What follows belongs to an exercise in optimizing a design on an open flow for small area; a production flow would make more cautious choices. Only simulation tests tie the RTL to the original design; equivalence was not proved. No driver is modelled on the clock port, so clocking that relies on it looks cheaper here than on a real chip.

==> flow/design.v <==
module jtag (
	input TCK,
	input TDI,
	output TDO,
	input TMS,
	input HREADY,
	input HRESP,
	input [31:0] HRDATA,
	output HWRITE,
	output [1:0] HTRANS,
	output [31:0] HWDATA,
	output [31:0] HADDR
);
  localparam [3:0] TEST_LOGIC_RESET = 4'hf,
    RUN_TEST_IDLE = 4'hc,
    SELECT_DR_SCAN = 4'h7,
    CAPTURE_DR = 4'h6,
    SHIFT_DR = 4'h2,
    EXIT_1_DR = 4'h1,
    PAUSE_DR = 4'h3,
    EXIT_2_DR = 4'h0,
    UPDATE_DR = 4'h5,
    SELECT_IR_SCAN = 4'h4,
    CAPTURE_IR = 4'he,
    SHIFT_IR = 4'ha,
    EXIT_1_IR = 4'h9,
    PAUSE_IR = 4'hb,
    EXIT_2_IR = 4'h8,
    UPDATE_IR = 4'hd;
  localparam [2:0] I_BYPASS = 3'b000, I_OTHER = 3'b010, I_IDCODE = 3'b001,
                   I_WDATA = 3'b011, I_ADDR = 3'b100, I_RDATA = 3'b110;
  reg [3:0] state;
  reg [2:0] ins;
  reg [31:0] sr;      
  reg [31:0] ar;      
  reg [31:0] rd;      
  reg bp;             
  reg act;            
  always @(posedge TCK)
    case (state)
      TEST_LOGIC_RESET: state <= TMS ? TEST_LOGIC_RESET : RUN_TEST_IDLE;
      RUN_TEST_IDLE:    state <= TMS ? SELECT_DR_SCAN : RUN_TEST_IDLE;
      SELECT_DR_SCAN:   state <= TMS ? SELECT_IR_SCAN : CAPTURE_DR;
      CAPTURE_DR:       state <= TMS ? EXIT_1_DR : SHIFT_DR;
      SHIFT_DR:         state <= TMS ? EXIT_1_DR : SHIFT_DR;
      EXIT_1_DR:        state <= TMS ? UPDATE_DR : PAUSE_DR;
      PAUSE_DR:         state <= TMS ? EXIT_2_DR : PAUSE_DR;
      EXIT_2_DR:        state <= TMS ? UPDATE_DR : SHIFT_DR;
      UPDATE_DR:        state <= TMS ? SELECT_DR_SCAN : RUN_TEST_IDLE;
      SELECT_IR_SCAN:   state <= TMS ? TEST_LOGIC_RESET : CAPTURE_IR;
      CAPTURE_IR:       state <= TMS ? EXIT_1_IR : SHIFT_IR;
      SHIFT_IR:         state <= TMS ? EXIT_1_IR : SHIFT_IR;
      EXIT_1_IR:        state <= TMS ? UPDATE_IR : PAUSE_IR;
      PAUSE_IR:         state <= TMS ? EXIT_2_IR : PAUSE_IR;
      EXIT_2_IR:        state <= TMS ? UPDATE_IR : SHIFT_IR;
      default:          state <= TMS ? SELECT_DR_SCAN : RUN_TEST_IDLE;  
    endcase
  wire tlr   = state == TEST_LOGIC_RESET;
  wire cap_dr = state == CAPTURE_DR;
  wire sh_dr = state == SHIFT_DR;
  wire upd_dr = state == UPDATE_DR;
  wire cap_ir = state == CAPTURE_IR;
  wire sh_ir = state == SHIFT_IR;
  wire upd_ir = state == UPDATE_IR;
  wire is_b = ins == I_BYPASS;
  wire is_i = ins == I_IDCODE;
  wire is_s = ins[0];                    
  wire is_a = ins == I_ADDR;
  wire is_r = ins == I_RDATA;
  wire hw = ins[0];                      
  wire is_x = ins == I_WDATA || ins == I_RDATA;
  wire [3:0] ir = sr[31:28];
  reg [2:0] dec;
  always @*
    case (ir)
      4'b0000: dec = I_BYPASS;
      4'b1000: dec = I_IDCODE;
      4'b0100: dec = I_ADDR;
      4'b1100: dec = I_WDATA;
      4'b0010: dec = I_RDATA;
      default: dec = I_OTHER;
    endcase
  always @(posedge TCK)
    if (tlr) ins <= I_BYPASS;
    else if (upd_ir) ins <= dec;
  wire s_cap = cap_ir || (cap_dr && is_s);
  wire s_sh = sh_ir || (sh_dr && is_s);
  wire s_capi = cap_dr && is_i;
  wire s_hold = !(s_cap || s_sh);
  always @(posedge TCK)
    sr <= ({32{s_capi}} & 32'hf0f0f0f0) | ({32{s_sh}} & {TDI, sr[31:1]}) | ({32{s_hold}} & sr);
  wire a_sh = sh_dr && is_a;
  wire a_hold = !(a_sh || tlr);
  always @(posedge TCK)
    ar <= ({32{a_sh}} & {TDI, ar[31:1]}) | ({32{a_hold}} & ar);
  wire r_sh = sh_dr && is_r;
  wire r_ld = act && !hw;
  wire r_hold = !(r_sh || r_ld || tlr);
  always @(posedge TCK)
    rd <= ({32{r_sh}} & {TDI, rd[31:1]}) | ({32{r_ld}} & HRDATA) | ({32{r_hold}} & rd);
  always @(posedge TCK)
    if (tlr || (cap_dr && is_b)) bp <= 1'b0;
    else if (sh_dr && is_b) bp <= TDI;
  always @(posedge TCK)
    act <= upd_dr && HREADY && is_x;
  assign HTRANS = {act, 1'b0};
  assign HWRITE = hw;
  assign HADDR = ar;
  assign HWDATA = sr;
  assign TDO = is_a ? ar[0] : is_r ? rd[0] : is_s ? sr[0] : bp;
endmodule
Settings: LEC_CHECK=0, CAP_MARGIN=20, CORE_MARGIN=2, CORE_UTILIZATION=50, SLEW_MARGIN=20; clock period 10.0 ns.
standard.sh (not shown) runs the stock make flow with config.mk's settings and CLKGATE_MAP_FILE= SYNTH_SCRIPT=/design/flow/synth_recipe.tcl, a recipe that flattens the netlist after the stock synthesis.
==> flow/flow/run.sh <==
#!/bin/bash
# Own layout flow: the standard flow (standard.sh) with
#  - an area-oriented ABC script in synthesis (flow/my_synth.tcl, flow/area.abc);
#    registers are mapped before ABC runs, so they are the standard synthesis's,
#  - single-drive buffers (buf_1) on the ports,
#  - the clock distributed by flow/clock_tree.tcl before CTS: the registers are
#    split by position into four groups, each driven by one clkbuf_16 that the
#    clock port drives directly; CTS then has no net left to build.
# Every tool's output goes to the ORFS logs under orfs/logs, and make's own
# output to standard_flow.log.
set -euo pipefail
here=$(pwd)
export MY_ABC_SCRIPT=$here/flow/area.abc
export PRE_CTS_TCL=$here/flow/clock_tree.tcl MY_CLK_K=4 MY_CLK_BUF=sky130_fd_sc_hd__clkbuf_16
export BUFFER_PORTS_ARGS="-buffer_cell sky130_fd_sc_hd__buf_1"
export CTS_ARGS="-sink_clustering_enable -repair_clock_nets -dont_use_dummy_load"
sed "s#SYNTH_SCRIPT=[^ ]*#SYNTH_SCRIPT=$here/flow/my_synth.tcl #" standard.sh > my_standard.sh
grep -q "my_synth.tcl" my_standard.sh
bash my_standard.sh > standard_flow.log 2>&1
Other scripts of this flow, unchanged in this note and not shown: flow/flow/area.abc, flow/flow/clock_tree.tcl, flow/flow/my_synth.tcl
Next try:
--- a/flow/design.v
+++ b/flow/design.v
@@ -32,9 +32,8 @@
   reg [3:0] state;
   reg [2:0] ins;
   reg [31:0] sr;      
   reg [31:0] ar;      
-  reg [31:0] rd;      
   reg bp;             
   reg act;            
   always @(posedge TCK)
     case (state)
@@ -92,13 +91,19 @@
   wire a_sh = sh_dr && is_a;
   wire a_hold = !(a_sh || tlr);
   always @(posedge TCK)
     ar <= ({32{a_sh}} & {TDI, ar[31:1]}) | ({32{a_hold}} & ar);
+  reg [31:0] rq;
+  reg rp;
   wire r_sh = sh_dr && is_r;
   wire r_ld = act && !hw;
   wire r_hold = !(r_sh || r_ld || tlr);
+  wire r_in = TDI ^ rp;                  
   always @(posedge TCK)
-    rd <= ({32{r_sh}} & {TDI, rd[31:1]}) | ({32{r_ld}} & HRDATA) | ({32{r_hold}} & rd);
+    rq <= ~(({32{r_sh}} & {r_in, rq[31:1]}) | ({32{r_ld}} & HRDATA) | ({32{r_hold}} & rq));
+  always @(posedge TCK)
+    rp <= tlr || r_ld || !rp;
+  wire rd0 = rq[0] ^ rp;
   always @(posedge TCK)
     if (tlr || (cap_dr && is_b)) bp <= 1'b0;
     else if (sh_dr && is_b) bp <= TDI;
   always @(posedge TCK)
@@ -106,6 +111,6 @@
   assign HTRANS = {act, 1'b0};
   assign HWRITE = hw;
   assign HADDR = ar;
   assign HWDATA = sr;
-  assign TDO = is_a ? ar[0] : is_r ? rd[0] : is_s ? sr[0] : bp;
+  assign TDO = is_a ? ar[0] : is_r ? rd0 : is_s ? sr[0] : bp;
 endmodule
The changed run passed the timing, design-rule and antenna checks.
Worst setup slack got worse by 0.29 ns.
Clock skew is higher by 0.0041 ns.
Final cell count is lower by 5.3%.
Sequential cell count is higher by 1.
Final area is lower by 1.3%.
Wire length is lower by 2.4%.
Register-to-register slack improved by 0.08 ns.

[afterwards: timing with drivers on the ports]
The results above use ideal ports. As a check the final layouts listed here were re-extracted and re-timed, cells and wires unchanged.
Step 1 sets driving cells, clkbuf_16 on the clock port and buf_2 on the other inputs (assumed; they add their load-dependent delay and slew).
Step 2 adds t to the input delays and takes it off the output delays; t is the mean of the earliest and latest rising clock arrival at the registers after step 1. Input paths then give back, and output paths get back, about the clock's delay inside the block.
Three values: ideal, step 1, step 2; two values: the first two.
run	shift t [ns]	setup slack, ns	worst hold slack (ns)	latest minus earliest clock arrival (ns)	worst data-port slew with drivers (ns)
the first run	0.226	6.695 / 6.623 / 6.848	0.476 / 0.476 / 0.476	0.017 / 0.017	0.05
the second run	0.233	6.405 / 6.329 / 6.562	0.432 / 0.432 / 0.432	0.020 / 0.020	0.04
After both steps every run listed still meets setup and hold.
